This is an optimization exercise on Yosys and OpenROAD, whose aim is small area and a short achievable clock period, not a production implementation.
Where RTL was checked, it was by simulation tests only, not by an equivalence proof against the original.
For runs 4 to 7, only the layout was checked, not whether the RTL still works.
No run shown here takes its clock network from TritonCTS; it comes from the design's own scripts or RTL.
The flow treats the clock pin as an ideal source. Dropping or thinning the clock tree relies on that and would not hold on a real chip.
Power and IR drop assume default switching activity.

`flow/standard.sh`:
```
#!/bin/bash
# synth_recipe.tcl (not shown) runs the flow's synth.tcl, then flattens the netlist and writes it again
# the make line also repeats each setting of config.mk as NAME=value (left out here)
make -C /OpenROAD-flow-scripts/flow DESIGN_CONFIG=/design/flow/config.mk WORK_HOME=/design/flow/orfs CLKGATE_MAP_FILE= SYNTH_SCRIPT=/design/flow/synth_recipe.tcl "${@:-finish}"
```
`flow/flow/clock_tree.tcl`:
```
# Builds a two-level clock tree in place of TritonCTS: the clock port drives
# four root buffers, each root drives the leaf buffers of one quadrant, and
# each leaf buffer drives one cluster of about CLK_LEAF_SIZE flip-flops.
# Sourced as PRE_CTS_TCL; it then turns clock_tree_synthesis into a no-op so
# the rest of the standard CTS step (legalisation, repair) runs unchanged.

set ::ctree_leaf_cell [expr {[info exists ::env(CLK_LEAF_CELL)] ? $::env(CLK_LEAF_CELL) : "sky130_fd_sc_hd__clkbuf_16"}]
set ::ctree_root_cell [expr {[info exists ::env(CLK_ROOT_CELL)] ? $::env(CLK_ROOT_CELL) : "sky130_fd_sc_hd__clkbuf_16"}]
set ::ctree_leaf_size [expr {[info exists ::env(CLK_LEAF_SIZE)] ? $::env(CLK_LEAF_SIZE) : 26}]

proc ctree_build {} {
  global ctree_leaf_cell ctree_root_cell ctree_leaf_size
  set block [ord::get_db_block]
  set clk_port_net [$block findNet PCLK]
  set db [ord::get_db]
  set rmaster [$db findMaster $ctree_root_cell]
  set lmaster [$db findMaster $ctree_leaf_cell]
  set sinks {}
  foreach it [$clk_port_net getITerms] {
    set inst [$it getInst]
    set bb [$inst getBBox]
    set x [expr {([$bb xMin] + [$bb xMax]) / 2}]
    set y [expr {([$bb yMin] + [$bb yMax]) / 2}]
    lappend sinks [list [$inst getName] [[$it getMTerm] getName] $x $y]
  }
  set n [llength $sinks]
  set nleaf [expr {max(4, int(round(double($n) / $ctree_leaf_size)))}]
  # columns x rows close to square, with an even number of each
  set cols [expr {max(2, 2 * int(round(sqrt($nleaf) / 2.0)))}]
  set rows [expr {max(2, 2 * int(round(double($nleaf) / $cols / 2.0)))}]
  puts "ctree: $n sinks, $cols x $rows leaf clusters"

  # split into columns of equal count by x, then each column into rows by y
  set byx [lsort -integer -index 2 $sinks]
  set leaves {}
  for {set c 0} {$c < $cols} {incr c} {
    set lo [expr {$c * $n / $cols}]
    set hi [expr {($c + 1) * $n / $cols - 1}]
    set col [lsort -integer -index 3 [lrange $byx $lo $hi]]
    set m [llength $col]
    for {set r 0} {$r < $rows} {incr r} {
      set l2 [expr {$r * $m / $rows}]
      set h2 [expr {($r + 1) * $m / $rows - 1}]
      lappend leaves [list $c $r [lrange $col $l2 $h2]]
    }
  }

  # quadrants: left/right half of the columns, lower/upper half of the rows
  set leaf_idx 0
  foreach q {0 1 2 3} {
    set qc [expr {$q % 2}]
    set qr [expr {$q / 2}]
    set rname "ctree_root_$q"
    set rnet "ctree_rnet_$q"
    set rinst [odb::dbInst_create $block $rmaster $rname]
    set rn [odb::dbNet_create $block $rnet]
    $rn setSigType CLOCK
    [$rinst findITerm X] connect $rn
    [$rinst findITerm A] connect $clk_port_net
    set sx 0; set sy 0; set k 0
    foreach leaf $leaves {
      lassign $leaf c r members
      if {($c >= $cols / 2) != $qc || ($r >= $rows / 2) != $qr} { continue }
      set lname "ctree_leaf_$leaf_idx"
      set lnet "ctree_lnet_$leaf_idx"
      incr leaf_idx
      set linst [odb::dbInst_create $block $lmaster $lname]
      set ln [odb::dbNet_create $block $lnet]
      $ln setSigType CLOCK
      [$linst findITerm X] connect $ln
      [$linst findITerm A] connect $rn
      set lx 0; set ly 0
      foreach s $members {
        lassign $s iname pname x y
        set it [[$block findInst $iname] findITerm $pname]
        $it disconnect
        $it connect $ln
        incr lx $x; incr ly $y
      }
      set lx [expr {$lx / [llength $members]}]
      set ly [expr {$ly / [llength $members]}]
      ctree_place $lname $lx $ly
      incr sx $lx; incr sy $ly; incr k
    }
    ctree_place $rname [expr {$sx / $k}] [expr {$sy / $k}]
  }
  puts "ctree: $leaf_idx leaf buffers, 4 root buffers"
}

proc ctree_place {name x y} {
  set block [ord::get_db_block]
  set inst [$block findInst $name]
  set m [$inst getMaster]
  set x [expr {$x - [$m getWidth] / 2}]
  set y [expr {$y - [$m getHeight] / 2}]
  $inst setLocation $x $y
  $inst setPlacementStatus PLACED
}

ctree_build
set_propagated_clock [all_clocks]
rename ::clock_tree_synthesis ctree_unused_cts
proc ::clock_tree_synthesis {args} { puts "ctree: clock tree already built" }
```
`flow/config.mk`:
```
export PLATFORM = sky130hd
export DESIGN_NAME = apb_top
export DESIGN_NICKNAME = apb_top
export VERILOG_FILES = /design/flow/design.v
export SDC_FILE = /design/flow/constraint.sdc
export NUM_CORES = 8
export LEC_CHECK = 0
export CAP_MARGIN = 40
export CORE_MARGIN = 2
export CORE_UTILIZATION = 60
export PLACE_DENSITY = 0.7
export SETUP_SLACK_MARGIN = 4.5
export SLEW_MARGIN = 40
export SYNTH_HIERARCHICAL = 1
```
`flow/flow/downsize.tcl`:
```
# Sourced as PRE_FLOORPLAN_TCL. Synthesis maps some cells at a larger drive
# than their loads need; this sets every logic cell (not buffers, clock
# cells, taps or ties) to the smallest size of its family, and leaves the
# later repair steps to size up the cells that timing needs.
proc ds_run {} {
  set db [ord::get_db]
  set block [ord::get_db_block]
  array set best {}
  array set best_area {}
  array set best_drive {}
  foreach lib [$db getLibs] {
    foreach m [$lib getMasters] {
      set n [$m getName]
      if {![regexp {^(sky130_fd_sc_hd__[a-z0-9]+)_([0-9]+)$} $n -> base drive]} { continue }
      set a [expr {[$m getWidth] * [$m getHeight]}]
      if {![info exists best($base)] || $a < $best_area($base)
          || ($a == $best_area($base) && $drive > $best_drive($base))} {
        set best($base) $n
        set best_area($base) $a
        set best_drive($base) $drive
      }
    }
  }
  set skip {^sky130_fd_sc_hd__(buf|bufbuf|bufinv|clkbuf|clkdlybuf4s[0-9]+|clkinv|clkinvlp|dlygate4sd[0-9]+|dlymetal6s[0-9]+s|dlyb|tapvpwrvgnd|tap|fill|decap|diode|conb)$}
  set count 0
  foreach inst [$block getInsts] {
    set n [[$inst getMaster] getName]
    if {![regexp {^(sky130_fd_sc_hd__[a-z0-9]+)_([0-9]+)$} $n -> base drive]} { continue }
    if {[regexp $skip $base]} { continue }
    if {![info exists best($base)] || $best($base) eq $n} { continue }
    replace_cell [$inst getName] $best($base)
    incr count
  }
  puts "downsize: $count cells set to their smallest size"
}
ds_run
```
`flow/flow/run.sh`:
```
#!/bin/bash
# The standard layout (standard.sh) with hooks into its steps:
#   flow/downsize.tcl (PRE_FLOORPLAN_TCL) sets logic cells to their
#     smallest size; the floorplan's repair_timing and the later repair
#     steps size up what timing needs.
#   flow/clock_tree.tcl (PRE_CTS_TCL) builds a two-level clock tree in place
#     of TritonCTS.
#   The port buffers are buf_2 cells (BUFFER_PORTS_ARGS).
# The make output goes to standard.log here; ORFS keeps each step's own log
# under orfs/logs/.
set -euo pipefail
export PRE_FLOORPLAN_TCL="$PWD/flow/downsize.tcl"
export PRE_CTS_TCL="$PWD/flow/clock_tree.tcl"
export BUFFER_PORTS_ARGS="-buffer_cell sky130_fd_sc_hd__buf_2"
bash standard.sh > standard.log 2>&1
```
`flow/constraint.sdc`:
```
create_clock -name core_clock -period 7.0 [get_ports {PCLK}]
set_input_delay 1.4000 -clock core_clock [delete_from_list [all_inputs] [get_ports {PCLK}]]
set_output_delay 1.4000 -clock core_clock [all_outputs]
set_load 0.01 [all_outputs]
```
`flow/design.v`:
```
module apb_master (
  input PCLK,
  input PRESETn,
  input transfer,
  input read_write,
  input  [7:0] write_addr,
  input  [7:0] write_data,
  input  [7:0] read_addr,
  output [63:0] ins,         
  output reg [7:0] wdata,
  output [63:0] lo_n,        
  output reg [7:0] hi,       
  input  [7:0] rdata,
  output reg [7:0] read_data_out
);
  reg st1, st2, st3;         
  reg wr1, wr2, wr3;         
  reg wm;                    
  reg wm4;                   
  reg [15:0] ins_h;          
  reg [3:0]  ins_l_n;        
  reg rd1, rd2, rd3;         
  reg [1:0] phase;           
  reg [7:0] addr;
  reg vis;                   
  reg [7:0] rhold;
  wire idle  = ~(st1 | st2 | st3);
  wire start = idle & transfer;
  wire [7:0] addr_d  = idle ? (read_write ? write_addr : read_addr) : addr;
  wire [1:0] phase_d = phase + 2'd1;
  always @(posedge PCLK or negedge PRESETn) begin
    if (!PRESETn) begin
      st1 <= 1'b0; st2 <= 1'b0; st3 <= 1'b0;
      wr1 <= 1'b0; wr2 <= 1'b0; wr3 <= 1'b0;
      wm  <= 1'b0;
      rd1 <= 1'b0; rd2 <= 1'b0; rd3 <= 1'b0;
    end else begin
      st1 <= start;
      st2 <= st1;
      st3 <= st2;
      wr1 <= start & read_write;
      wr2 <= wr1;
      wr3 <= wr2;
      wm  <= ((start & read_write) | wr1 | wr2) & (addr_d[1:0] == ~phase_d);
      rd1 <= start & ~read_write;
      rd2 <= rd1;
      rd3 <= rd2;
    end
  end
  wire wnow = wm | wm4;
  wire [15:0] ins_h_n = ~({16{wnow}} & ins_h);
  genvar c, g;
  generate
    for (g = 0; g < 64; g = g + 1) begin : g_ins
      assign ins[g] = ~(ins_h_n[g / 4] | ins_l_n[g % 4]);
    end
  endgenerate
  wire [1:0]  place    = addr[1:0] + phase + 2'd1;
  wire [15:0] lo_dec_n = ~(16'h1 << {addr[4:2], place[1]});
  generate
    for (c = 0; c < 4; c = c + 1) begin : g_lo
      apb_lo_reg u_lo (.PCLK(PCLK), .d(lo_dec_n), .q_n(lo_n[16*c +: 16]));
    end
  endgenerate
  wire take2 = rd2 & vis;    
  wire take3 = rd3 & vis;    
  always @(posedge PCLK) begin
    phase <= phase + 2'd1;
    wm4   <= wr3 & (addr[1:0] == ~phase_d);
    ins_h <= 16'h1 << addr_d[7:4];
    ins_l_n <= ~(4'h1 << addr_d[3:2]);
    addr  <= addr_d;
    if (idle)
      wdata <= write_data;
    hi    <= 8'h1 << addr[7:5];
    vis   <= ~place[0];
    if (take2 | take3)
      rhold <= rdata;
    read_data_out <= take3 ? rdata : rhold;
  end
endmodule
module apb_lo_reg (
  input PCLK,
  input [15:0] d,
  output reg [15:0] q_n
);
  always @(posedge PCLK)
    q_n <= d;
endmodule
module apb_slave (
  input PCLK,
  input [63:0] ins,
  input [7:0]  wdata,
  input [63:0] lo_n,         
  input [7:0]  hi,
  output [7:0] rdata
);
  reg [2047:0] mem;
  genvar h, b, k, i;
  generate
    for (k = 0; k < 64; k = k + 1) begin : g_ring
      always @(posedge PCLK) begin
        mem[(4*k+0)*8 +: 8] <= ins[k] ? wdata : mem[(4*k+3)*8 +: 8];
        mem[(4*k+1)*8 +: 8] <= mem[(4*k+0)*8 +: 8];
        mem[(4*k+2)*8 +: 8] <= mem[(4*k+1)*8 +: 8];
        mem[(4*k+3)*8 +: 8] <= mem[(4*k+2)*8 +: 8];
      end
    end
    for (b = 0; b < 8; b = b + 1) begin : g_b
      wire [7:0] z;
      for (h = 0; h < 8; h = h + 1) begin : g_grp
        wire [7:0] t;
        wire [3:0] u;
        for (i = 0; i < 8; i = i + 1) begin : g_t
          rd_oai22 u_t (.a1(mem[(4*(8*h+i)+0)*8+b]), .a2(lo_n[16*(h/2)+2*i]),
                        .b1(mem[(4*(8*h+i)+2)*8+b]), .b2(lo_n[16*(h/2)+2*i+1]), .y(t[i]));
        end
        for (i = 0; i < 4; i = i + 1) begin : g_u
          rd_nor2 u_u (.a(t[2*i]), .b(t[2*i+1]), .y(u[i]));
        end
        rd_nand4 u_z (.a(u[0]), .b(u[1]), .c(u[2]), .d(u[3]), .y(z[h]));
      end
      wire [3:0] v;
      for (i = 0; i < 4; i = i + 1) begin : g_v
        rd_aoi22 u_v (.a1(z[2*i]), .a2(hi[2*i]), .b1(z[2*i+1]), .b2(hi[2*i+1]), .y(v[i]));
      end
      rd_and4 u_r (.a(v[0]), .b(v[1]), .c(v[2]), .d(v[3]), .y(rdata[b]));
    end
  endgenerate
endmodule
module rd_nor2 (input a, input b, output y);
  assign y = ~(a | b);
endmodule
module rd_nand4 (input a, input b, input c, input d, output y);
  assign y = ~(a & b & c & d);
endmodule
module rd_and4 (input a, input b, input c, input d, output y);
  assign y = a & b & c & d;
endmodule
module rd_oai22 (input a1, input a2, input b1, input b2, output y);
  assign y = ~((a1 | a2) & (b1 | b2));
endmodule
module rd_aoi22 (input a1, input a2, input b1, input b2, output y);
  assign y = ~((a1 & a2) | (b1 & b2));
endmodule
module apb_top (
 input PCLK,
 input PRESETn,
 input transfer,
 input read_write,
 input  [7:0] write_addr,
 input  [7:0] write_data,
 input  [7:0] read_addr,
 output [7:0] read_data_out
);
 wire [63:0] ins;
 wire [7:0]  wdata;
 wire [63:0] lo_n;
 wire [7:0]  hi;
 wire [7:0]  rdata;
    apb_master master (
     .PCLK(PCLK), .PRESETn(PRESETn), .transfer(transfer), .read_write(read_write),
     .write_addr(write_addr), .write_data(write_data), .read_addr(read_addr),
     .ins(ins), .wdata(wdata), .lo_n(lo_n), .hi(hi),
     .rdata(rdata), .read_data_out(read_data_out)
    );
    apb_slave slave (
     .PCLK(PCLK), .ins(ins), .wdata(wdata), .lo_n(lo_n), .hi(hi), .rdata(rdata)
    );
endmodule
```
==> results of run 1 <==
[registers in the layout (all words and copies together), names as in the netlist, 2 cells and up]
signal                count
master.rhold              8
master.g_lo.u_lo.q_n     64
master.wdata              8
master.addr               8
master.phase              2
master.ins_l_n            4
slave.mem              2048
master.ins_h             16
master.read_data_out      8
master.hi                 8
[worst max-delay path, stage by stage, from the launching register on]
cell and delay [ns]:
dfxtp_1 0.78, o22ai_1 0.19, nor2_1 0.26, nand4_1 0.19, a22oi_1 0.47, and4_1 0.29, mux2_2 0.22
[power groups by stage]
stage               clock [mW]  sequential (mW)  combinational, mW
floorplan                    0             13.5               2.02
global placement             0             13.8               3.37
detailed placement           0             13.8               3.41
CTS                       5.56             13.6               3.44
global route              6.00             13.6               3.65
finish                    5.50             13.6               3.51
[area by class of cell]
type | instances | area [um2]
Tap cell | 1265 | 1583
Multi-Input combinational cell | 1569 | 11860
Buffer | 84 | 2102
Fill cell | 6994 | 34630
Antenna cell | 1 | 2.502
Sequential cell | 2186 | 44020
Inverter | 6 | 35.03
Timing Repair Buffer | 51 | 357.8
[repair_timing]
action	4_1_cts	5_1_grt
resized for setup	14	28
endpoints found under the setup margin	10	13
hold endpoints to repair	0	0
cloned	0	0
[layer usage]
metal  up-vias  wire length [um]
met2       776             52950
met4         8              3252
met1     14210             59800
li1      13540                 -
met3       171              7640
met5         -                57
[worst min path at each step]
stage / from / depth (start not counted) / endpoint / slack, ns
global placement: slave.mem[141]$_DFF_P_ / 0 / slave.mem[149]$_DFF_P_ / 0.31
CTS: slave.mem[1642]$_DFF_P_ / 0 / slave.mem[1650]$_DFF_P_ / 0.33
detailed placement: slave.mem[1770]$_DFF_P_ / 0 / slave.mem[1778]$_DFF_P_ / 0.31
floorplan: slave.mem[1000]$_DFF_P_ / 0 / slave.mem[1008]$_DFF_P_ / 0.31
global route: slave.mem[1642]$_DFF_P_ / 0 / slave.mem[1650]$_DFF_P_ / 0.33
finish: slave.mem[970]$_DFF_P_ / 0 / slave.mem[978]$_DFF_P_ / 0.32
[per-stage QoR]
| stage | hold WS [ns] | setup slack (ns) | std cells | area (um2) | utilization, % |
|---|---|---|---|---|---|
| floorplan | 0.3096 | 4.571 | 3894 | 57040 | - |
| global placement | 0.3096 | 3.983 | 5073 | 57690 | 60.99 |
| detailed placement | 0.3121 | 3.976 | 5077 | 57780 | 61.09 |
| CTS | 0.3288 | 4.504 | 5161 | 59910 | 63.34 |
| global route | 0.3326 | 4.478 | 5161 | 59960 | 63.39 |
| finish | 0.3247 | 4.534 | 5162 | 59960 | 63.39 |
==> notes.md, run 1 <==
outcome=no timing/DRC/antenna violations; reg2reg setup slack=4.53 ns; average routed wire per standard cell=23.96 um; number of warnings printed during yosys synthesis=9; max-slew violation count=0; via total after detailed routing=28700; end point of the critical path=master.read_data_out[1]$_DFF_P_; Post-Route WL=123700 um; number of maximum-capacitance constraint violations=0; Initial DRT Pass Iterations=7; startpoint of the most critical register-to-register path=master.g_lo[2].u_lo.q_n[12]$_DFF_P_; relative slew slack=37.19%; met2 demand-to-capacity share in global routing=36.85%; post-route clock period utilization=35.23%; area of the core=0.09459 mm2; last weighted congestion value of the routability-driven placer=0.8219; Crit Path Category=flop to flop; hold-fix buffer count after cts=0; fraction of layout instances using a drive strength above 1=18.22%; clock-pin slew on the worst setup and hold paths=0.10 ns; hold violation count in the final report=0; final worst path period need=2.466 ns; Synth Net Count=3923; DIE WIDTH=312.3 um; HPWL after DPL=77410 um; leading cell types in the layout, fill and taps excluded=dfxtp_1, mux2_2, o22ai_1; Achievable Freq=0.4054 GHz; met1 global-route usage=37.53%; post-route total power=22.60 mW; Int Pwr=16.12 mW; worst slew pin tran=0.9400 ns; Final setup viols=0; Layout Skew=0.01589 ns; Worst IR Drop VDD=265.3 uV; via/cell ratio=5.559; die outline area=0.09755 mm2; data arrival time of the critical path=2.94 ns; initial core utilization=60.30%; met3 usage in global routing=3.709%; startpoint class of the critical path=flop; Net Sw Frac=28.65%; crit path launch=master.g_lo[2].u_lo.q_n[12]$_DFF_P_; path class of the lowest-slack min-delay path=flop to flop; drt drc=0; setup fix buffers added after clock tree synthesis=0; number of I/O pins=36; worst reg-to-reg path cell count=6; part of the total power dissipated in the clock network=24.4%; Die Y-Extent=312.3 um; critical path required time=7.47 ns; GR Util All Layers=24.51%; setup_tns=0 ns; clock latency on the worst-skew pair=0.55 ns; combinational power share=15.5%; pin count of the biggest net entering global routing=57; row count=113; overall overflow remaining after global route=0; NetSw=6.475 mW; number of antenna violations at the first check in global routing=15; most frequent standard cell in the layout excluding fill and tap cells=dfxtp_1; violation count after the first detailed-routing iteration=2228; post-layout net count=3927; Port-buffer cells=35; setup repair after global routing missed its margin=true; synthesized instance count=3894; destination of the worst register-to-register timing path=master.read_data_out[1]$_DFF_P_; grt peak-use layer=met1; Sequential Power Share=60.1%; Pleak=24.20 nW; power per standard cell area=376.9 mW/mm2; vias in the first global route=27820; crit path max fanout=16; critical path endpoint category=flop; Antenna Violating Nets Remaining=0; wire length of the first global-routing pass=180700 um
==> run 2: changes to the inputs <==
--- a/flow/config.mk
+++ b/flow/config.mk
@@ -11,3 +11,3 @@
 export PLACE_DENSITY = 0.7
-export SETUP_SLACK_MARGIN = 4.5
+export SETUP_SLACK_MARGIN = 4.6
 export SLEW_MARGIN = 40
==> notes.md, run 2 <==
outcome=no timing/DRC/antenna violations; number of I/O pins=36; GR Util All Layers=24.48%; Layout Skew=0.01860 ns; most frequent standard cell in the layout excluding fill and tap cells=dfxtp_1; post-route clock period utilization=35.32%; path class of the lowest-slack min-delay path=flop to flop; Fillers=6971; initial core utilization=60.30%; number of warnings printed during yosys synthesis=9; peak per-stage delay on the critical path=0.42 ns; wire length of the first global-routing pass=182500 um; reg2reg setup slack=4.60 ns; cell-by-cell trace of the critical path=buf_6; Final setup viols=0; max-slew violation count=0; Post-Route WL=123300 um; overall overflow remaining after global route=0; startpoint class of the critical path=flop; setup_tns=0 ns; number of flip-flops under the largest register name=2048; area of the core=0.09459 mm2; top flop regs=slave.mem x2048, master.g_lo.u_lo.q_n x64, master.ins_h x16; Die Y-Extent=312.3 um; Achievable Freq=0.4044 GHz; Port-buffer cells=35; clock-pin slew on the worst setup and hold paths=0.10 ns; crit path max fanout=1; synthesized instance count=3894; destination of the worst register-to-register timing path=master.read_data_out[4]$_DFF_P_; number of buffer and inverter instances along the worst setup path=1; Crit Path Category=flop to output pin; setup fix buffers added after clock tree synthesis=0; drt drc=0; Worst IR Drop VDD=267.6 uV; via total after detailed routing=28940; last weighted congestion value of the routability-driven placer=0.8398; Initial DRT Pass Iterations=6; worst min-delay path endpoint=slave.mem[1587]$_DFF_P_; hold violation count in the final report=0; vias in the first global route=28030; worst slew pin tran=0.9161 ns; post-layout net count=3926; final worst slack=4.527 ns; via/cell ratio=5.602; pre-CTS setup slack=4.246 ns; critical path required time=5.60 ns; setup repair after global routing missed its margin=true; number of maximum-capacitance constraint violations=0; power per standard cell area=375.7 mW/mm2; source of the worst hold timing path=slave.mem[1579]$_DFF_P_; fraction of layout instances using a drive strength above 1=18.72%; Hold Path Stages=0; worst reg-to-reg path cell count=6; cell with the largest stage delay on the worst path=dfxtp_4; critical path endpoint category=output pin; pin count of the biggest net entering global routing=65; row count=113; average routed wire per standard cell=23.86 um; Antenna Violating Nets Remaining=0; data arrival time of the critical path=1.07 ns; die outline area=0.09755 mm2; violation count after the first detailed-routing iteration=2308; kind of cell with the highest combined delay on the critical path=flip-flops; clock latency on the worst-skew pair=0.54 ns; relative slew slack=38.92%; startpoint of the most critical register-to-register path=master.g_lo[0].u_lo.q_n[3]$_DFF_P_; crit path launch=master.read_data_out[2]$_DFF_P_; leading cell types in the layout, fill and taps excluded=dfxtp_1, mux2_2, o22ai_1; Synth Net Count=3923; DIE WIDTH=312.3 um; final worst path period need=2.473 ns; Pleak=24.22 nW; number of antenna violations at the first check in global routing=14; register containing the most flip-flops in the final layout=slave.mem; HPWL after DPL=77870 um
run 2: how the worst max path moves through the flow:
stage / slack, ns / endpoint / depth (start not counted)
after global placement: 4.33 / master.ins_h[9]$_SDFF_PN0_ / 4
final: 4.53 / read_data_out[2] / 1
after global routing: 4.50 / read_data_out[2] / 1
after CTS: 4.52 / read_data_out[2] / 1
after detailed placement: 4.25 / master.ins_h[6]$_SDFF_PP0_ / 5
after floorplan: 4.60 / master.ins_h[14]$_SDFF_PN0_ / 5
run 2: layout make-up:
class | count | area (um2) | share of cell area (%)
sequential | 2186 | 44060 | 73.34
multi-input combinational | 1569 | 11850 | 19.72
buffer | 84 | 2102 | 3.498
tap | 1265 | 1583 | 2.634
timing repair buffer | 50 | 435.4 | 0.7247
inverter | 6 | 35.03 | 0.05831
antenna | 6 | 15.01 | 0.02499
run 2: routing by layer:
layer | track usage [%] | up-vias | part of all wire [%]
met3 | 2.953 | 125 | 5.7
met5 | 0 | - | 0.026
met4 | 3.267 | 6 | 1.6
met1 | 38.16 | 14530 | 49
li1 | - | 13550 | -
met2 | 37.64 | 724 | 44
run 2: per-stage QoR:
stage          hold WS (ns)  util, %  std cells  power (mW)  cell area [um2]
4_1_cts              0.3267    63.47       5160       22.55            60030
6_report             0.3220    63.53       5166       22.57            60090
3_3_place_gp         0.3095    60.98       5071       17.15            57680
5_1_grt              0.3275    63.51       5160       23.28            60070
2_1_floorplan        0.3096        -       3894       15.50            57050
3_5_place_dp         0.3121    61.13       5076       17.20            57820
run 2: what timing repair did:
action,4_1_cts,5_1_grt
resized for setup,49,27
hold buffers,0,0
setup endpoints to repair,12,19
cloned,0,0
run 2: power breakdown:
group / total, mW / internal (mW) / switching, mW
Sequential: 13.6 / 12.9 / 0.725
Clock: 5.52 / 2.13 / 3.39
Combinational: 3.46 / 1.15 / 2.31
Total: 22.6 / 16.2 / 6.42
==> run 3: changes to the inputs <==
--- a/flow/flow/run.sh
+++ b/flow/flow/run.sh
@@ -13,2 +13,3 @@
 export PRE_CTS_TCL="$PWD/flow/clock_tree.tcl"
+export POST_CTS_TCL="$PWD/flow/post_cts.tcl"
 export BUFFER_PORTS_ARGS="-buffer_cell sky130_fd_sc_hd__buf_2"
==> flow/flow/post_cts.tcl (new file) <==
# Sourced as POST_CTS_TCL: one more setup repair pass after the CTS step's
# own, then legalise again.
repair_timing -setup -setup_margin [expr {$::env(SETUP_SLACK_MARGIN) + 0.1}] -verbose
detailed_placement
check_placement -verbose
--- a/flow/config.mk
+++ b/flow/config.mk
@@ -11,3 +11,3 @@
 export PLACE_DENSITY = 0.7
-export SETUP_SLACK_MARGIN = 4.6
+export SETUP_SLACK_MARGIN = 4.5
 export SLEW_MARGIN = 40
==> notes.md, run 3 <==
outcome=no timing/DRC/antenna violations; met1 global-route usage=37.53%; register containing the most flip-flops in the final layout=slave.mem; number of warnings printed during yosys synthesis=9; Layout Skew=0.01589 ns; fraction of layout instances using a drive strength above 1=18.43%; area of the core=0.09459 mm2; met3 usage in global routing=3.723%; Fillers=6983; data arrival time of the critical path=1.04 ns; hold violation count in the final report=0; setup repair after global routing missed its margin=false; worst slew pin tran=0.9322 ns; row count=113; kind of cell with the highest combined delay on the critical path=flip-flops; wire length of the first global-routing pass=180600 um; GR Util All Layers=24.51%; overall overflow remaining after global route=0; crit path max fanout=1; clock-pin slew on the worst setup and hold paths=0.10 ns; met2 demand-to-capacity share in global routing=36.82%; number of maximum-capacitance constraint violations=0; Port-buffer cells=35; critical path required time=5.60 ns; die outline area=0.09755 mm2; relative slew slack=37.86%; post-route clock period utilization=34.91%; via/cell ratio=5.537; power per standard cell area=376.6 mW/mm2; number of buffer and inverter instances along the worst setup path=1; peak per-stage delay on the critical path=0.40 ns; max-slew violation count=0; HPWL after DPL=77410 um; path class of the lowest-slack min-delay path=flop to flop; startpoint class of the critical path=flop; cell with the largest stage delay on the worst path=dfxtp_4; Die Y-Extent=312.3 um; grt peak-use layer=met1; final worst path period need=2.443 ns; Post-Route WL=123300 um; vias in the first global route=27820; leading cell types in the layout, fill and taps excluded=dfxtp_1, mux2_2, o22ai_1; Worst IR Drop VDD=267.7 uV; post-layout net count=3927; violation count after the first detailed-routing iteration=2170; post-route total power=22.60 mW; setup_tns=0 ns; average routed wire per standard cell=23.89 um; number of flip-flops under the largest register name=2048; Final setup viols=0; most frequent standard cell in the layout excluding fill and tap cells=dfxtp_1; initial core utilization=60.30%; pin count of the biggest net entering global routing=57; Synth Net Count=3923; top flop regs=slave.mem x2048, master.g_lo.u_lo.q_n x64, master.ins_h x16; via total after detailed routing=28590; Achievable Freq=0.4093 GHz; critical path endpoint category=output pin; number of I/O pins=36; post-layout util=63.44%; final cell area excluding filler cells=0.06001 mm2; DIE WIDTH=312.3 um; drt drc=0; Pleak=24.21 nW; Crit Path Category=flop to output pin; synthesized instance count=3894; last weighted congestion value of the routability-driven placer=0.8219; clock latency on the worst-skew pair=0.54 ns; Antenna Violating Nets Remaining=0; placed cell area=0.05778 mm2; Initial DRT Pass Iterations=5; number of antenna violations at the first check in global routing=16; cell-by-cell trace of the critical path=buf_6
[run 3: worst register-to-register path: cells and delay by family, from the launching register on]
family	cells	cell delay [ns]
simple gates	3	0.77
flops	1	0.75
compound gates	2	0.63
mux	1	0.19
[run 3: final cells by class]
type / count / area [um2] / share of cell area [%]
Antenna cell: 2 / 5.005 / 0.008340
Buffer: 84 / 2102 / 3.503
Inverter: 6 / 35.03 / 0.05838
Multi-Input combinational cell: 1569 / 11860 / 19.76
Sequential cell: 2186 / 44040 / 73.39
Tap cell: 1265 / 1583 / 2.638
Timing Repair Buffer: 51 / 389.1 / 0.6485
[run 3: metrics by stage]
step | instances | setup slack (ns) | hold WS, ns
2_1_floorplan | 3894 | 4.571 | 0.3096
3_3_place_gp | 5073 | 3.983 | 0.3096
3_5_place_dp | 5077 | 3.976 | 0.3121
5_1_grt | 5161 | 4.514 | 0.3326
6_report | 5163 | 4.557 | 0.3228
[run 3: power breakdown]
| group | switching [mW] | internal [mW] | leakage [nW] |
|---|---|---|---|
| Clock | 3.36 | 2.13 | 1.04 |
| Combinational | 2.37 | 1.15 | 5.49 |
| Sequential | 0.726 | 12.9 | 17.7 |
| Total | 6.46 | 16.1 | 24.2 |
[run 3: worst paths after layout]
check | from | slack (ns) | to | depth (start not counted)
worst min register to register | slave.mem[1673]$_DFF_P_ | 0.32 | slave.mem[1681]$_DFF_P_ | 0
worst max register to register | master.g_lo[3].u_lo.q_n[9]$_DFF_P_ | 4.59 | master.read_data_out[3]$_DFF_P_ | 6
max in group asynchronous | PRESETn | 6.09 | master.wm$_DFF_PN0_ | 1
worst min-delay path | slave.mem[1673]$_DFF_P_ | 0.32 | slave.mem[1681]$_DFF_P_ | 0
worst max-delay path | master.read_data_out[3]$_DFF_P_ | 4.56 | read_data_out[3] | 1
min in group asynchronous | PRESETn | 0.71 | master.rd1$_DFF_PN0_ | 1
[run 3: layer usage]
layer  routed length [um]  vias up
li1                     -    13530
met1                59270    14130
met2                52810      732
met3                 7871      180
met4                 3324        8
met5                   57        -
==> run 4: changes to the inputs <==
--- a/flow/design.v
+++ b/flow/design.v
@@ -21,3 +21,3 @@
   reg [3:0]  ins_l_n;        
-  reg rd1, rd2, rd3;         
+  reg rd1, rd2;              
   reg [1:0] phase;           
@@ -26,2 +26,3 @@
   reg [7:0] rhold;
+  reg [7:0] rshadow;
   wire idle  = ~(st1 | st2 | st3);
@@ -35,3 +36,3 @@
       wm  <= 1'b0;
-      rd1 <= 1'b0; rd2 <= 1'b0; rd3 <= 1'b0;
+      rd1 <= 1'b0; rd2 <= 1'b0;
     end else begin
@@ -46,3 +47,2 @@
       rd2 <= rd1;
-      rd3 <= rd2;
     end
@@ -57,4 +57,5 @@
   endgenerate
-  wire [1:0]  place    = addr[1:0] + phase + 2'd1;
-  wire [15:0] lo_dec_n = ~(16'h1 << {addr[4:2], place[1]});
+  wire [7:0]  raddr_d  = idle ? read_addr : addr;
+  wire [1:0]  place    = raddr_d[1:0] + phase_d;
+  wire [15:0] lo_dec_n = ~(16'h1 << {raddr_d[4:2], place[1]});
   generate
@@ -64,4 +65,4 @@
   endgenerate
+  wire take1 = rd1 & vis;    
   wire take2 = rd2 & vis;    
-  wire take3 = rd3 & vis;    
   always @(posedge PCLK) begin
@@ -74,7 +75,8 @@
       wdata <= write_data;
-    hi    <= 8'h1 << addr[7:5];
+    hi    <= 8'h1 << raddr_d[7:5];
     vis   <= ~place[0];
-    if (take2 | take3)
+    if (take1 | take2)
       rhold <= rdata;
-    read_data_out <= take3 ? rdata : rhold;
+    rshadow <= rhold;
+    read_data_out <= rd2 ? rshadow : rhold;
   end
--- a/flow/flow/run.sh
+++ b/flow/flow/run.sh
@@ -13,3 +13,2 @@
 export PRE_CTS_TCL="$PWD/flow/clock_tree.tcl"
-export POST_CTS_TCL="$PWD/flow/post_cts.tcl"
 export BUFFER_PORTS_ARGS="-buffer_cell sky130_fd_sc_hd__buf_2"
--- a/flow/config.mk
+++ b/flow/config.mk
@@ -11,3 +11,3 @@
 export PLACE_DENSITY = 0.7
-export SETUP_SLACK_MARGIN = 4.5
+export SETUP_SLACK_MARGIN = 4.6
 export SLEW_MARGIN = 40
removed: flow/flow/post_cts.tcl
==> notes.md, run 4 <==
average routed wire per standard cell=24.12 um; startpoint class of the critical path=primary input; post-layout net count=3985; overall overflow remaining after global route=0; Net Sw Frac=27.32%; pin count of the biggest net entering global routing=65; fraction of layout instances using a drive strength above 1=19.83%; path class of the lowest-slack min-delay path=flop to flop; area occupied by multi-input gates=0.01221 mm2; post-route clock period utilization=35.49%; violation count after the first detailed-routing iteration=2283; number of I/O pins=36; leading cell types in the layout, fill and taps excluded=dfxtp_1, mux2_2, o22ai_1; combinational power share=14.0%; wire length of the first global-routing pass=187900 um; power per standard cell area=365.2 mW/mm2; number of maximum-capacitance constraint violations=0; last weighted congestion value of the routability-driven placer=0.8229; Cells after DPL=5123; area of the core=0.09487 mm2; outcome=no timing/DRC/antenna violations; final cell area excluding filler cells=0.06069 mm2; register containing the most flip-flops in the final layout=slave.mem; relative slew slack=38.81%; number of warnings printed during yosys synthesis=9; Sequential Power Share=61.1%; most frequent standard cell in the layout excluding fill and tap cells=dfxtp_1; setup_tns=0 ns; worst slew pin tran=0.9101 ns; setup repair after global routing missed its margin=true; synthesized instance count=3927; Final setup viols=0; GR Util All Layers=25.08%; placed cell area=0.05821 mm2; Achievable Freq=0.4025 GHz; Post-Route WL=126000 um; NetSw=6.055 mW; initial core utilization=60.40%; part of the total power dissipated in the clock network=24.9%; number of antenna violations at the first check in global routing=24; number of flip-flops under the largest register name=2048; total area of sequential cells=0.04417 mm2; DIE WIDTH=313.0 um; drt drc=0; max-slew violation count=0; crit path max fanout=4; Port-buffer cells=35; Synth Net Count=3956; data arrival time of the critical path=2.86 ns; hold violation count in the final report=0; Worst IR Drop VDD=252.8 uV; Initial DRT Pass Iterations=6; Crit Path Category=primary input to flop; clock-pin slew on the worst setup and hold paths=0.10 ns; Die Y-Extent=313.0 um; via/cell ratio=5.604; critical path endpoint category=flop; die outline area=0.09799 mm2; HPWL after DPL=80220 um; Int Pwr=16.11 mW; clock latency on the worst-skew pair=0.54 ns; vias in the first global route=29080; via total after detailed routing=29280; non-filler instance count after layout=5225; Pleak=24.50 nW; final worst path period need=2.484 ns; critical path required time=7.38 ns; Antenna Violating Nets Remaining=0; top flop regs=slave.mem x2048, master.g_lo.u_lo.q_n x64, master.ins_h x16; Fillers=7112; row count=113; Layout Skew=0.02017 ns
## run 4: through the flow
| step | power, mW | hold WS [ns] | util [%] | worst slack (ns) |
|---|---|---|---|---|
| 3_5_place_dp | 16.75 | 0.3121 | 61.35 | 3.602 |
| 2_1_floorplan | 15.29 | 0.3096 | - | 4.342 |
| 4_1_cts | 22.12 | 0.3223 | 63.80 | 4.546 |
| 6_report | 22.16 | 0.3219 | 63.98 | 4.516 |
| 3_3_place_gp | 16.71 | 0.3096 | 61.26 | 3.651 |
| 5_1_grt | 22.88 | 0.3280 | 63.96 | 4.470 |
## run 4: per-layer routing
layer / global-route usage, % / part of all wire [%]
met1: 37.08 / 48
met2: 40.10 / 45
met3: 3.414 / 5.0
met4: 4.404 / 1.9
met5: 0 / 0.11
## run 4: final cells by class
class,count,area share (%)
Sequential cell,2193,72.77
Multi-Input combinational cell,1591,20.12
Buffer,84,3.463
Tap cell,1265,2.608
Timing Repair Buffer,76,0.9194
Inverter,9,0.07627
Antenna cell,6,0.02474
Timing Repair inverter,1,0.01443
## run 4: worst max-delay path, stage by stage
cell	delay (ns)
buf_12	0.11
nand2_4	0.05
nand2_2	0.05
ha_2	0.19
xnor3_2	0.33
buf_6	0.19
xnor2_4	0.16
o32ai_4	0.23
nand2_2	0.14
## run 4: timing repair
action | in CTS | in global routing
gates resized for setup | 60 | 22
setup endpoints to repair | 135 | 77
hold buffers | 0 | 0
gates cloned | 2 | 0
setup buffers | 6 | 4
pin swaps | 4 | 7
## run 4: power by group through the flow
stage	Combinational [mW]	Clock (mW)	Sequential (mW)
after floorplan	1.79	0	13.5
after global placement	2.92	0	13.8
after detailed placement	2.95	0	13.8
after CTS	3.02	5.57	13.5
after global routing	3.28	6.02	13.6
final	3.11	5.51	13.5
## run 4: final timing paths
check	from	to	slack, ns	depth (start not counted)
max	read_addr[0]	master.g_lo[3].u_lo.q_n[2]$_DFF_P_	4.52	9
min	slave.mem[1449]$_DFF_P_	slave.mem[1457]$_DFF_P_	0.32	0
max reg2reg	master.st2$_DFF_PN0_	master.g_lo[3].u_lo.q_n[2]$_DFF_P_	4.54	9
min reg2reg	slave.mem[1449]$_DFF_P_	slave.mem[1457]$_DFF_P_	0.32	0
max in group asynchronous	PRESETn	master.st2$_DFF_PN0_	6.10	1
min in group asynchronous	PRESETn	master.wr2$_DFF_PN0_	0.69	1
==> run 5: changes to the inputs <==
--- a/flow/config.mk
+++ b/flow/config.mk
@@ -9,4 +9,4 @@
 export CORE_MARGIN = 2
-export CORE_UTILIZATION = 60
-export PLACE_DENSITY = 0.7
+export CORE_UTILIZATION = 75
+export PLACE_DENSITY = 0.8
 export SETUP_SLACK_MARGIN = 4.6
==> notes.md, run 5 <==
critical path required time=7.36 ns; part of the total power dissipated in the clock network=24.6%; setup repair after global routing missed its margin=true; GR Util All Layers=32.73%; Initial DRT Pass Iterations=5; relative slew slack=30.16%; setup_tns=0 ns; average routed wire per standard cell=26.57 um; Sequential Power Share=61.3%; drt drc=0; post-layout net count=3970; Net Sw Frac=27.43%; Synth Net Count=3956; violation count after the first detailed-routing iteration=2294; Layout Skew=0.02257 ns; final worst path period need=2.595 ns; clock latency on the worst-skew pair=0.54 ns; overall overflow remaining after global route=0; synthesized instance count=3927; last weighted congestion value of the routability-driven placer=0.8966; hold-fix buffer count after cts=0; Cells after DPL=4823; top flop regs=slave.mem x2048, master.g_lo.u_lo.q_n x64, master.ins_h x16; outcome=no timing/DRC/antenna violations; worst slew pin tran=1.039 ns; die outline area=0.07863 mm2; peak per-stage delay on the critical path=0.41 ns; Post-Route WL=130800 um; Die Y-Extent=280.4 um; NetSw=6.086 mW; hold violation count in the final report=0; number of antenna violations at the first check in global routing=18; number of I/O pins=36; Achievable Freq=0.3853 GHz; post-route clock period utilization=37.08%; leading cell types in the layout, fill and taps excluded=dfxtp_1, mux2_2, o22ai_1; CP dominant cell by count=nand2_4; initial core utilization=75.57%; Worst IR Drop VDD=291.8 uV; cell-by-cell trace of the critical path=buf_2, nand2_4, nand2_4, ha_4, xnor3_2, xor2_4, o32ai_4, nand2_2; number of maximum-capacitance constraint violations=0; clock-pin slew on the worst setup and hold paths=0.10 ns; fraction of layout instances using a drive strength above 1=19.40%; pin count of the biggest net entering global routing=65; HPWL after DPL=84030 um; critical path endpoint category=flop; wire length of the first global-routing pass=193400 um; Antenna Violating Nets Remaining=0; non-filler instance count after layout=4924; Int Pwr=16.10 mW; startpoint class of the critical path=primary input; area of the core=0.07582 mm2; most frequent standard cell in the layout excluding fill and tap cells=dfxtp_1; crit path max fanout=4; number of flip-flops under the largest register name=2048; Final setup viols=0; cell with the largest stage delay on the worst path=o32ai_4; power per standard cell area=368.3 mW/mm2; via/cell ratio=6.163; vias in the first global route=30820; register containing the most flip-flops in the final layout=slave.mem; Crit Path Category=primary input to flop; DIE WIDTH=280.4 um; row count=101; data arrival time of the critical path=2.96 ns; path class of the lowest-slack min-delay path=flop to flop; max-slew violation count=0; reg2reg setup slack=4.41 ns; Pleak=24.45 nW; number of warnings printed during yosys synthesis=9; via total after detailed routing=30350; combinational power share=14.1%; Port-buffer cells=35
run 5: cell types whose count changed in the layout (fill, tap and decap cells not counted), sizes merged:
cell and change:
or3 -1, diode +1, bufbuf +1, buf -15
run 5: area by class of cell:
cell class,instances,area [um2]
Antenna cell,7,17.52
Buffer,84,2102
Fill cell,4248,15580
Inverter,9,50.05
Multi-Input combinational cell,1590,12170
Sequential cell,2193,44170
Tap cell,978,1224
Timing Repair Buffer,62,504.2
Timing Repair inverter,1,8.758
run 5: final timing paths:
check / cells past startpoint / from / end
min in group asynchronous: 1 / PRESETn / master.rd1$_DFF_PN0_
max in group asynchronous: 1 / PRESETn / master.wm$_DFF_PN0_
max: 8 / read_addr[0] / master.g_lo[2].u_lo.q_n[1]$_DFF_P_
min: 0 / slave.mem[73]$_DFF_P_ / slave.mem[81]$_DFF_P_
min reg2reg: 0 / slave.mem[73]$_DFF_P_ / slave.mem[81]$_DFF_P_
max reg2reg: 10 / master.st2$_DFF_PN0_ / master.g_lo[2].u_lo.q_n[1]$_DFF_P_
run 5: critical path, delay by kind of cell:
kind | cells | cell delay [ns]
buf+inv | 1 | 0.12
fa+ha+maj | 1 | 0.16
simple gates | 3 | 0.28
xor+xnor | 2 | 0.58
compound gates | 1 | 0.41
run 5: metal layers:
layer	up-vias	wire, um	track usage [%]
li1	13700	-	-
met1	15330	54110	43.88
met2	1018	61790	54.50
met3	285	8497	3.864
met4	14	6332	13.52
met5	-	87	0
run 5: metrics by stage:
| stage | area, um2 | power (mW) | hold slack [ns] | util [%] | setup WS, ns |
|---|---|---|---|---|---|
| after floorplan | 57370 | 15.29 | 0.3096 | - | 4.342 |
| after global placement | 57650 | 16.69 | 0.3100 | 76.03 | 3.842 |
| after detailed placement | 57760 | 16.78 | 0.3121 | 76.18 | 3.762 |
| after CTS | 60060 | 22.06 | 0.3326 | 79.22 | 4.448 |
| after global routing | 60230 | 22.76 | 0.3329 | 79.43 | 4.359 |
| final | 60240 | 22.19 | 0.3208 | 79.45 | 4.405 |
run 5: timing repair:
action / 4_1_cts / 5_1_grt
cloned: 2 / 0
resized for setup: 34 / 34
setup endpoints to repair: 78 / 78
pin swaps: 7 / 10
buffers inserted: 4 / 4
run 5: power groups by stage:
stage	registers (mW)	clock network, mW	logic [mW]
final	13.6	5.46	3.12
after floorplan	13.5	0	1.79
after global placement	13.8	0	2.85
after CTS	13.6	5.47	3.01
after detailed placement	13.9	0	2.92
after global routing	13.6	5.90	3.21
==> run 6: changes to the inputs <==
--- a/flow/design.v
+++ b/flow/design.v
@@ -22,3 +22,3 @@
   reg rd1, rd2;              
-  reg [1:0] phase;           
+  reg [1:0] cnt;             
   reg [7:0] addr;
@@ -30,3 +30,2 @@
   wire [7:0] addr_d  = idle ? (read_write ? write_addr : read_addr) : addr;
-  wire [1:0] phase_d = phase + 2'd1;
   always @(posedge PCLK or negedge PRESETn) begin
@@ -44,3 +43,3 @@
       wr3 <= wr2;
-      wm  <= ((start & read_write) | wr1 | wr2) & (addr_d[1:0] == ~phase_d);
+      wm  <= ((start & read_write) | wr1 | wr2) & (addr_d[1:0] == ~cnt);
       rd1 <= start & ~read_write;
@@ -57,5 +56,6 @@
   endgenerate
-  wire [7:0]  raddr_d  = idle ? read_addr : addr;
-  wire [1:0]  place    = raddr_d[1:0] + phase_d;
-  wire [15:0] lo_dec_n = ~(16'h1 << {raddr_d[4:2], place[1]});
+  wire [7:0]  raddr_d = idle ? read_addr : addr;
+  wire [15:0] lo_dec_n;
+  wire        vis_d;
+  apb_rdec u_rdec (.a(raddr_d[4:0]), .cnt(cnt), .lo_n(lo_dec_n), .vis(vis_d));
   generate
@@ -68,4 +68,4 @@
   always @(posedge PCLK) begin
-    phase <= phase + 2'd1;
-    wm4   <= wr3 & (addr[1:0] == ~phase_d);
+    cnt   <= cnt + 2'd1;
+    wm4   <= wr3 & (addr[1:0] == ~cnt);
     ins_h <= 16'h1 << addr_d[7:4];
@@ -76,3 +76,3 @@
     hi    <= 8'h1 << raddr_d[7:5];
-    vis   <= ~place[0];
+    vis   <= vis_d;
     if (take1 | take2)
@@ -90,2 +90,12 @@
     q_n <= d;
+endmodule
+module apb_rdec (
+  input  [4:0]  a,
+  input  [1:0]  cnt,
+  output [15:0] lo_n,
+  output        vis
+);
+  wire p1 = a[1] ^ cnt[1] ^ (a[0] & cnt[0]);
+  assign vis  = ~(a[0] ^ cnt[0]);
+  assign lo_n = ~(16'h1 << {a[4:2], p1});
 endmodule
--- a/flow/flow/clock_tree.tcl
+++ b/flow/flow/clock_tree.tcl
@@ -7,3 +7,3 @@
 set ::ctree_leaf_cell [expr {[info exists ::env(CLK_LEAF_CELL)] ? $::env(CLK_LEAF_CELL) : "sky130_fd_sc_hd__clkbuf_16"}]
-set ::ctree_root_cell [expr {[info exists ::env(CLK_ROOT_CELL)] ? $::env(CLK_ROOT_CELL) : "sky130_fd_sc_hd__clkbuf_16"}]
+set ::ctree_root_cell [expr {[info exists ::env(CLK_ROOT_CELL)] ? $::env(CLK_ROOT_CELL) : "sky130_fd_sc_hd__buf_16"}]
 set ::ctree_leaf_size [expr {[info exists ::env(CLK_LEAF_SIZE)] ? $::env(CLK_LEAF_SIZE) : 26}]
--- a/flow/config.mk
+++ b/flow/config.mk
@@ -9,5 +9,5 @@
 export CORE_MARGIN = 2
-export CORE_UTILIZATION = 75
-export PLACE_DENSITY = 0.8
-export SETUP_SLACK_MARGIN = 4.6
+export CORE_UTILIZATION = 60
+export PLACE_DENSITY = 0.7
+export SETUP_SLACK_MARGIN = 4.5
 export SLEW_MARGIN = 40
==> notes.md, run 6 <==
source of the worst hold timing path=slave.mem[335]$_DFF_P_; DIE WIDTH=313.0 um; destination of the worst register-to-register timing path=master.rhold[7]$_DFFE_PP_; worst min-delay path endpoint=slave.mem[343]$_DFF_P_; Antenna Violating Nets Remaining=0; final worst path period need=2.479 ns; post-route clock period utilization=35.41%; Post-Route WL=123300 um; last weighted congestion value of the routability-driven placer=0.8031; number of antenna violations at the first check in global routing=12; startpoint of the most critical register-to-register path=master.g_lo[2].u_lo.q_n[0]$_DFF_P_; HPWL after DPL=77390 um; Hold Path Stages=0; final worst slack=4.521 ns; critical path required time=7.38 ns; worst reg-to-reg path cell count=5; clock-pin slew on the worst setup and hold paths=0.11 ns; setup repair after global routing missed its margin=true; wire length of the first global-routing pass=182400 um; via/cell ratio=5.538; area of the core=0.09487 mm2; Crit Path Category=flop to flop; number of maximum-capacitance constraint violations=0; number of flip-flops under the largest register name=2048; pin count of the biggest net entering global routing=65; via total after detailed routing=28810; number of I/O pins=36; overall overflow remaining after global route=0; kind of cell with the highest combined delay on the critical path=flip-flops; crit path max fanout=16; hold-fix buffer count after cts=0; relative slew slack=41.36%; die outline area=0.09798 mm2; worst slew pin tran=0.8784 ns; Pleak=24.36 nW; non-filler instance count after layout=5202; Final setup viols=0; violation count after the first detailed-routing iteration=2151; average routed wire per standard cell=23.69 um; drt drc=0; row count=113; Initial DRT Pass Iterations=5; GR Util All Layers=24.49%; top flop regs=slave.mem x2048, master.g_lo.u_lo.q_n x64, master.ins_h x16; startpoint class of the critical path=flop; number of buffer and inverter instances along the worst setup path=0; Worst IR Drop VDD=262.5 uV; number of warnings printed during yosys synthesis=9; register containing the most flip-flops in the final layout=slave.mem; final cell area excluding filler cells=0.06035 mm2; most frequent standard cell in the layout excluding fill and tap cells=dfxtp_1; Synth Net Count=3954; critical path endpoint category=flop; initial core utilization=60.39%; reg2reg setup slack=4.52 ns; fraction of layout instances using a drive strength above 1=18.68%; Port-buffer cells=35; placed cell area=0.05808 mm2; cell with the largest stage delay on the worst path=dfxtp_1; clock latency on the worst-skew pair=0.52 ns; power per standard cell area=388.0 mW/mm2; hold violation count in the final report=0; setup_tns=0 ns; cell-by-cell trace of the critical path=o22ai_1, nor2_1, nand4_1, a22oi_1, and4_1; synthesized instance count=3925; peak per-stage delay on the critical path=0.82 ns; data arrival time of the critical path=2.86 ns; Cells after DPL=5110; path class of the lowest-slack min-delay path=flop to flop; Achievable Freq=0.4034 GHz; pre-CTS setup slack=3.827 ns; vias in the first global route=28380; outcome=no timing/DRC/antenna violations; Die Y-Extent=313.0 um; leading cell types in the layout, fill and taps excluded=dfxtp_1, mux2_2, o22ai_1; post-layout net count=3965; max-slew violation count=0; Hold WS=0.3288 ns; Layout Skew=0.01473 ns
==> run 6: worst max path at each step <==
stage                                             from                                  end  slack (ns)  cells past startpoint
floorplan                                 read_addr[1]  master.g_lo[0].u_lo.q_n[10]$_DFF_P_        4.50                      4
CTS                 master.g_lo[2].u_lo.q_n[8]$_DFF_P_            master.rhold[4]$_DFFE_PP_        4.50                      5
finish              master.g_lo[2].u_lo.q_n[0]$_DFF_P_            master.rhold[7]$_DFFE_PP_        4.52                      5
global route        master.g_lo[0].u_lo.q_n[6]$_DFF_P_            master.rhold[1]$_DFFE_PP_        4.48                      5
detailed placement                          read_write          master.ins_h[15]$_SDFF_PN0_        3.83                      5
global placement                            read_write          master.ins_h[14]$_SDFF_PN0_        3.85                      5
==> run 6: cell type report <==
type,instances,area [um2]
Antenna cell,3,7.507
Buffer,84,2112
Fill cell,7006,34520
Inverter,9,46.29
Multi-Input combinational cell,1588,11980
Sequential cell,2193,44160
Tap cell,1265,1583
Timing Repair Buffer,60,455.4
==> run 6: where the power goes <==
part | internal (mW) | switching [mW]
clock network | 2.15 | 3.38
logic | 1.27 | 2.30
registers | 13.4 | 0.941
==> run 6: timing repair <==
action	CTS	global route
pin swaps	0	2
endpoints found under the setup margin	45	44
buffers inserted	0	4
resized for setup	12	26
==> run 6: worst reg2reg max path, stage by stage (launching register included) <==
cell and delay [ns]:
dfxtp_1 0.82, o22ai_1 0.21, nor2_1 0.27, nand4_1 0.22
a22oi_1 0.55, and4_1 0.28
==> run 6: metrics by stage <==
stage / total power, mW / utilization (%)
global route: 24.22 / 63.60
CTS: 23.40 / 63.47
floorplan: 16.25 / -
detailed placement: 18.04 / 61.22
global placement: 17.97 / 61.09
finish: 23.41 / 63.61
==> run 6: metal layers <==
metal  global-route usage (%)  routed length (um)  up-vias
li1                         -                   -    13690
met1                    36.75               58880    14310
met2                    37.18               53480      607
met3                    3.685                7067      192
met4                    6.688                3763       10
met5                        0                  63        -
==> run 7: changes to the inputs <==
--- a/flow/config.mk
+++ b/flow/config.mk
@@ -11,3 +11,3 @@
 export PLACE_DENSITY = 0.7
-export SETUP_SLACK_MARGIN = 4.5
+export SETUP_SLACK_MARGIN = 4.6
 export SLEW_MARGIN = 40
==> notes.md, run 7 <==
Hold Path Stages=0; wire length of the first global-routing pass=184800 um; initial core utilization=60.39%; pin count of the biggest net entering global routing=65; cell with the largest stage delay on the worst path=a22oi_1; power per standard cell area=387.0 mW/mm2; critical path endpoint category=flop; crit path max fanout=16; post-layout util=63.69%; final worst slack=4.553 ns; Synth Net Count=3954; placed cell area=0.05813 mm2; Achievable Freq=0.4086 GHz; area of the core=0.09487 mm2; worst slew pin tran=0.8459 ns; number of antenna violations at the first check in global routing=18; last weighted congestion value of the routability-driven placer=0.8355; average routed wire per standard cell=24.06 um; area occupied by multi-input gates=0.01207 mm2; Port-buffer cells=35; Net Sw Frac=28.16%; synthesized instance count=3925; worst reg-to-reg path cell count=5; setup repair after global routing missed its margin=true; via/cell ratio=5.596; overall overflow remaining after global route=0; number of I/O pins=36; via total after detailed routing=29130; NetSw=6.585 mW; row count=113; part of the total power dissipated in the clock network=23.7%; top flop regs=slave.mem x2048, master.g_lo.u_lo.q_n x64, master.ins_h x16; vias in the first global route=28340; critical path required time=7.38 ns; post-route total power=23.39 mW; die outline area=0.09798 mm2; cell-by-cell trace of the critical path=o22ai_1, nor2_1, nand4_1, a22oi_1, and4_1; post-layout net count=3967; Initial DRT Pass Iterations=5; leading cell types in the layout, fill and taps excluded=dfxtp_1, mux2_2, o22ai_1; kind of cell with the highest combined delay on the critical path=simple AND/OR/NAND/NOR gates; Layout Skew=0.01941 ns; Sequential Power Share=61.0%; outcome=no timing/DRC/antenna violations; Hold WS=0.3253 ns; non-filler instance count after layout=5205; Int Pwr=16.80 mW; Post-Route WL=125200 um; total area of sequential cells=0.04416 mm2; clock-pin slew on the worst setup and hold paths=0.10 ns; number of warnings printed during yosys synthesis=9; Antenna Violating Nets Remaining=0; combinational power share=15.4%; startpoint class of the critical path=flop; hold-fix buffer count after cts=0; hold violation count in the final report=0; data arrival time of the critical path=2.83 ns; number of buffer and inverter instances along the worst setup path=0; HPWL after DPL=79590 um; peak per-stage delay on the critical path=0.65 ns; clock latency on the worst-skew pair=0.52 ns; drt drc=0; final worst path period need=2.447 ns; path class of the lowest-slack min-delay path=flop to flop; Pleak=24.38 nW; max-slew violation count=0; Fillers=7007; number of flip-flops under the largest register name=2048; violation count after the first detailed-routing iteration=2327; pre-CTS setup slack=3.979 ns; GR Util All Layers=24.84%; Crit Path Category=flop to flop; final cell area excluding filler cells=0.06042 mm2; setup_tns=0 ns; register containing the most flip-flops in the final layout=slave.mem; Worst IR Drop VDD=257.5 uV; post-route clock period utilization=34.96%; Final setup viols=0; most frequent standard cell in the layout excluding fill and tap cells=dfxtp_1; Cells after DPL=5110; count of cell instances traversed by the critical path=5; fraction of layout instances using a drive strength above 1=19.00%; Die Y-Extent=313.0 um; DIE WIDTH=313.0 um; number of maximum-capacitance constraint violations=0; relative slew slack=43.53%
run 7: path summary, 6_finish.rpt:
kind | startpoint | end | slack (ns)
min in group asynchronous | PRESETn | master.wm$_DFF_PN0_ | 0.71
hold / removal | slave.mem[1518]$_DFF_P_ | slave.mem[1526]$_DFF_P_ | 0.33
max in group asynchronous | PRESETn | master.rd2$_DFF_PN0_ | 6.10
hold reg to reg | slave.mem[1518]$_DFF_P_ | slave.mem[1526]$_DFF_P_ | 0.33
setup / recovery | master.g_lo[1].u_lo.q_n[12]$_DFF_P_ | master.rhold[7]$_DFFE_PP_ | 4.55
setup reg to reg | master.g_lo[1].u_lo.q_n[12]$_DFF_P_ | master.rhold[7]$_DFFE_PP_ | 4.55
run 7: repair_timing:
action                                  in CTS  in global routing
buffers inserted                             4                  0
gates resized for setup                     34                 10
pin swaps                                    0                  1
cloned                                       0                  2
endpoints found under the setup margin      71                 28
run 7: final cells by class:
cell class | count | share of cell area (%)
Timing Repair inverter | 1 | 0.01450
Buffer | 84 | 3.495
Inverter | 9 | 0.07662
Tap cell | 1265 | 2.620
Antenna cell | 4 | 0.01657
Timing Repair Buffer | 60 | 0.7123
Multi-Input combinational cell | 1589 | 19.97
Sequential cell | 2193 | 73.09
run 7: per-layer routing:
layer	share of wire (%)	vias to the layer above	GRT usage, %
met5	0.042	-	0
met4	3.1	8	6.274
met3	4.7	169	2.276
met2	44	672	38.54
met1	48	14570	37.74
li1	-	13710	-
run 7: power by group through the flow:
stage | Combinational [mW] | Sequential, mW | Clock (mW)
global placement | 3.46 | 14.5 | 0
global route | 3.79 | 14.4 | 6.04
floorplan | 2.19 | 14.1 | 0
detailed placement | 3.50 | 14.5 | 0
finish | 3.59 | 14.3 | 5.53
CTS | 3.53 | 14.2 | 5.60
==> run 8: changes to the inputs <==
--- a/flow/design.v
+++ b/flow/design.v
@@ -9,3 +9,3 @@
   output [63:0] ins,         
-  output reg [7:0] wdata,
+  output [7:0] wdata,        
   output [63:0] lo_n,        
@@ -22,6 +22,9 @@
   reg rd1, rd2;              
-  reg [1:0] cnt;             
+  reg [2:0] cnt;             
   reg [7:0] addr;
   reg vis;                   
-  reg [7:0] rhold;
+  reg [7:0] wbyte;
+  reg wpol;                  
+  reg [7:0] rhold;           
+  reg rpol;                  
   reg [7:0] rshadow;
@@ -43,3 +46,3 @@
       wr3 <= wr2;
-      wm  <= ((start & read_write) | wr1 | wr2) & (addr_d[1:0] == ~cnt);
+      wm  <= ((start & read_write) | wr1 | wr2) & (addr_d[1:0] == ~cnt[1:0]);
       rd1 <= start & ~read_write;
@@ -59,3 +62,7 @@
   wire        vis_d;
-  apb_rdec u_rdec (.a(raddr_d[4:0]), .cnt(cnt), .lo_n(lo_dec_n), .vis(vis_d));
+  apb_rdec u_rdec (.a(raddr_d[4:0]), .cnt(cnt[1:0]), .lo_n(lo_dec_n), .vis(vis_d));
+  wire [2:0] x_now  = {1'b0, addr[1:0]} + cnt + 3'd7;
+  wire [2:0] x_next = {1'b0, addr_d[1:0]} + cnt;
+  assign wdata = wbyte ^ {8{wpol}};
+  wire [7:0] rbyte = rhold ^ {8{rpol}};
   generate
@@ -68,4 +75,5 @@
   always @(posedge PCLK) begin
-    cnt   <= cnt + 2'd1;
-    wm4   <= wr3 & (addr[1:0] == ~cnt);
+    cnt   <= cnt + 3'd1;
+    wm4   <= wr3 & (addr[1:0] == ~cnt[1:0]);
+    wpol  <= x_next[2];
     ins_h <= 16'h1 << addr_d[7:4];
@@ -74,9 +82,11 @@
     if (idle)
-      wdata <= write_data;
+      wbyte <= write_data;
     hi    <= 8'h1 << raddr_d[7:5];
     vis   <= vis_d;
-    if (take1 | take2)
+    if (take1 | take2) begin
       rhold <= rdata;
-    rshadow <= rhold;
-    read_data_out <= rd2 ? rshadow : rhold;
+      rpol  <= x_now[2];
+    end
+    rshadow <= rbyte;
+    read_data_out <= rd2 ? rshadow : rbyte;
   end
@@ -113,4 +123,8 @@
     for (k = 0; k < 64; k = k + 1) begin : g_ring
+      wire [7:0] d0;
+      for (b = 0; b < 8; b = b + 1) begin : g_in
+        rd_mux2i u_in (.a0(mem[(4*k+3)*8+b]), .a1(wdata[b]), .s(ins[k]), .y(d0[b]));
+      end
       always @(posedge PCLK) begin
-        mem[(4*k+0)*8 +: 8] <= ins[k] ? wdata : mem[(4*k+3)*8 +: 8];
+        mem[(4*k+0)*8 +: 8] <= d0;
         mem[(4*k+1)*8 +: 8] <= mem[(4*k+0)*8 +: 8];
@@ -141,2 +155,5 @@
   endgenerate
+endmodule
+module rd_mux2i (input a0, input a1, input s, output y);
+  assign y = ~(s ? a1 : a0);
 endmodule
==> notes.md, run 8 <==
placed cell area=0.05814 mm2; drt drc=0; final cell area excluding filler cells=0.06039 mm2; number of register bits inferred by synthesis=2196; Worst IR Drop VDD=250.7 uV; setup_tns=0 ns; vias in the first global route=28260; final worst path period need=2.423 ns; average routed wire per standard cell=24.38 um; Final setup viols=0; row count=112; number of antenna violations at the first check in global routing=16; share of flip-flops with an asynchronous set or reset after synthesis=0.4098%; Synth Net Count=3898; number of enable-type register cells in the synthesized netlist=17; sequential cell area fraction in the yosys report=78.63%; fraction of layout instances using a drive strength above 1=6.471%; data arrival time of the critical path=2.82 ns; Crit Path Category=flop to flop; clock latency on the worst-skew pair=0.52 ns; Port-buffer cells=35; combinational power share=11.0%; last weighted congestion value of the routability-driven placer=0.8354; Die Y-Extent=309.5 um; number of I/O pins=36; overall overflow remaining after global route=0; most instantiated flip-flop cell in the synthesis netlist=dfxtp_1; outcome=no timing/DRC/antenna violations; Antenna Violating Nets Remaining=0; power per standard cell area=366.8 mW/mm2; reg2reg setup slack=4.58 ns; area of the core=0.09291 mm2; NetSw=5.930 mW; Int Pwr=16.23 mW; Met1 Wirelength=61910 um; critical path required time=7.39 ns; area occupied by multi-input gates=0.01197 mm2; Net Sw Frac=26.76%; HPWL after DPL=81120 um; Layout Skew=0.02005 ns; top flop regs=slave.mem x2048, master.g_lo.u_lo.q_n x64, master.ins_h x16; Initial DRT Pass Iterations=8; synth unique cells=43; total area of sequential cells=0.04426 mm2; synth cell count leaders=dfxtp_1, mux2i_1, o22ai_1, nor2_1, nand4_1; worst reg-to-reg path cell count=5; Achievable Freq=0.4127 GHz; startpoint class of the critical path=flop; number of flip-flops under the largest register name=2048; met2 wire len=55990 um; Hold Path Stages=0; pin count of the biggest net entering global routing=51; GR Util All Layers=26.10%; relative slew slack=39.25%; leading post-synthesis cells by cell area=dfxtp_1, mux2i_1, o22ai_1; number of warnings printed during yosys synthesis=9; leading area contributor after synthesis=dfxtp_1; post-layout net count=4024; initial core utilization=60.29%; register containing the most flip-flops in the final layout=slave.mem; DIE WIDTH=309.5 um; Sequential Power Share=63.9%; highest metal layer with signal wires=met5; worst slew pin tran=0.9092 ns; number of maximum-capacitance constraint violations=0; synthesized instance count=3863; Post-Route WL=127900 um; Pleak=22.25 nW; leading cell types in the layout, fill and taps excluded=dfxtp_1, mux2i_1, o22ai_1; wire length of the first global-routing pass=187900 um; hold violation count in the final report=0; clock-pin slew on the worst setup and hold paths=0.10 ns; crit path max fanout=16; die outline area=0.09582 mm2; critical path endpoint category=flop; part of the total power dissipated in the clock network=25.0%; path class of the lowest-slack min-delay path=flop to flop; violation count after the first detailed-routing iteration=2825; max-slew violation count=0; Fillers=6777; chip area line of the yosys report=0.05618 mm2; area share of the largest cell type after synthesis=77.32%; setup repair after global routing missed its margin=false; post-route clock period utilization=34.61%; most frequent standard cell in the layout excluding fill and tap cells=dfxtp_1; met3 WL post-DR=6995 um; via/cell ratio=5.678; via total after detailed routing=29790; most frequent cell after synthesis=dfxtp_1
==> run 8: critical path, cell delays in order, from the launching register on <==
cell and delay (ns):
dfxtp_1 0.89, o22ai_1 0.23, nor2_1 0.21, nand4_1 0.15, a22oi_1 0.54, and4_1 0.26
==> run 8: per-layer routing <==
metal,track usage (%),vias to the layer above
li1,-,13920
met1,40.14,14910
met2,40.35,764
met3,2.753,172
met4,4.956,18
met5,0,-
==> run 8: final cells by class <==
type / count / area share, %
Sequential cell: 2196 / 73.28
Multi-Input combinational cell: 1639 / 19.82
Buffer: 84 / 3.497
Tap cell: 1254 / 2.598
Timing Repair Buffer: 58 / 0.7044
Inverter: 10 / 0.07458
Antenna cell: 5 / 0.02072
==> run 8: cell families after synthesis <==
family / after synthesis / synth area share [%]
muxes: 532 / 9.509
adders and majority gates: 7 / 0.1559
DFF: 2196 / 78.63
AOI/OAI and AO/OA: 586 / 6.937
xor gates and xnor gates: 22 / 0.3986
buffers and inverters: 30 / 0.2494
and+or+nand+nor: 490 / 4.120
==> run 8: power groups by stage <==
stage               logic, mW  registers [mW]  clock network [mW]
floorplan                1.30            14.0                   0
global placement         2.32            14.4                   0
detailed placement       2.37            14.4                   0
CTS                      2.39            14.2                5.60
global route             2.55            14.3                6.03
finish                   2.44            14.2                5.55
==> run 8: per-stage QoR <==
step | worst slack, ns | hold slack, ns | util [%] | total power [mW] | instances
final | 4.577 | 0.3206 | 65.00 | 22.16 | 5246
after global routing | 4.601 | 0.3336 | 65.00 | 22.84 | 5243
after CTS | 4.613 | 0.3280 | 64.93 | 22.14 | 5238
after detailed placement | 3.988 | 0.3121 | 62.58 | 16.79 | 5152
after global placement | 3.998 | 0.3097 | 62.43 | 16.72 | 5146
after floorplan | 3.780 | 0.3096 | - | 15.28 | 3863
==> run 8: final timing paths <==
kind	start	to
max	master.g_lo[2].u_lo.q_n[13]$_DFF_P_	master.rhold[4]$_DFFE_PP_
max reg2reg	master.g_lo[2].u_lo.q_n[13]$_DFF_P_	master.rhold[4]$_DFFE_PP_
min in group asynchronous	PRESETn	master.rd2$_DFF_PN0_
min reg2reg	slave.mem[783]$_DFF_P_	slave.mem[791]$_DFF_P_
max in group asynchronous	PRESETn	master.st2$_DFF_PN0_
min	slave.mem[783]$_DFF_P_	slave.mem[791]$_DFF_P_
==> run 8: per-module statistics from Yosys, one instance, submodules excluded, excerpt <==
module	times used	cells inside	cell area, um2	flops+latches
rd_nor2	256	1	3.754	0
apb_rdec	1	30	201.4	0
apb_lo_reg	4	16	320.3	16
rd_oai22	512	1	6.256	0
apb_slave	1	2048	41000	2048
rd_aoi22	32	1	12.51	0
apb_master	1	337	3542	84
rd_mux2i	512	1	10.01	0
rd_and4	8	1	8.758	0
==> run 8: timing repair <==
item,CTS,global route
pin swaps,1,1
gates cloned,2,0
hold buffers,0,0
buffers inserted,0,3
resized for setup,37,12
setup endpoints to repair,172,22

==> separate check: timing with driven ports <==
Ports are ideal in the flow. The routed layouts listed here were re-timed in OpenROAD. Step 1, drivers: a clkbuf_16 drives PCLK and a buf_2 each remaining input, both assumed. Step 2, shift: input delay + t, output delay - t, t = (earliest + latest rising clock arrival at the registers) / 2. This alone moves slack from input paths to output paths. Slacks: no drivers / after step 1 / after step 2; pairs: no drivers / after step 1.
run | shift t [ns] | setup slack, ns | worst slew at a driven data input, ns
run 1 | 0.681 | 4.534 / 4.388 / 4.002 | 0.15
run 2 | 0.682 | 4.527 / 4.379 / 4.199 | 0.15
run 3 | 0.679 | 4.557 / 4.411 / 4.014 | 0.15
run 4 | 0.681 | 4.516 / 4.477 / 3.934 | 0.18
run 5 | 0.676 | 4.405 / 4.410 / 3.800 | 0.18
run 6 | 0.675 | 4.521 / 4.467 / 4.046 | 0.17
run 7 | 0.673 | 4.553 / 4.479 / 4.126 | 0.14
run 8 | 0.677 | 4.577 / 4.472 / 4.135 | 0.17
After both steps every run listed still meets setup and hold. For run 5, which loses most, drivers alone change the setup slack by +0.005 ns; drivers and shift together by -0.605 ns.
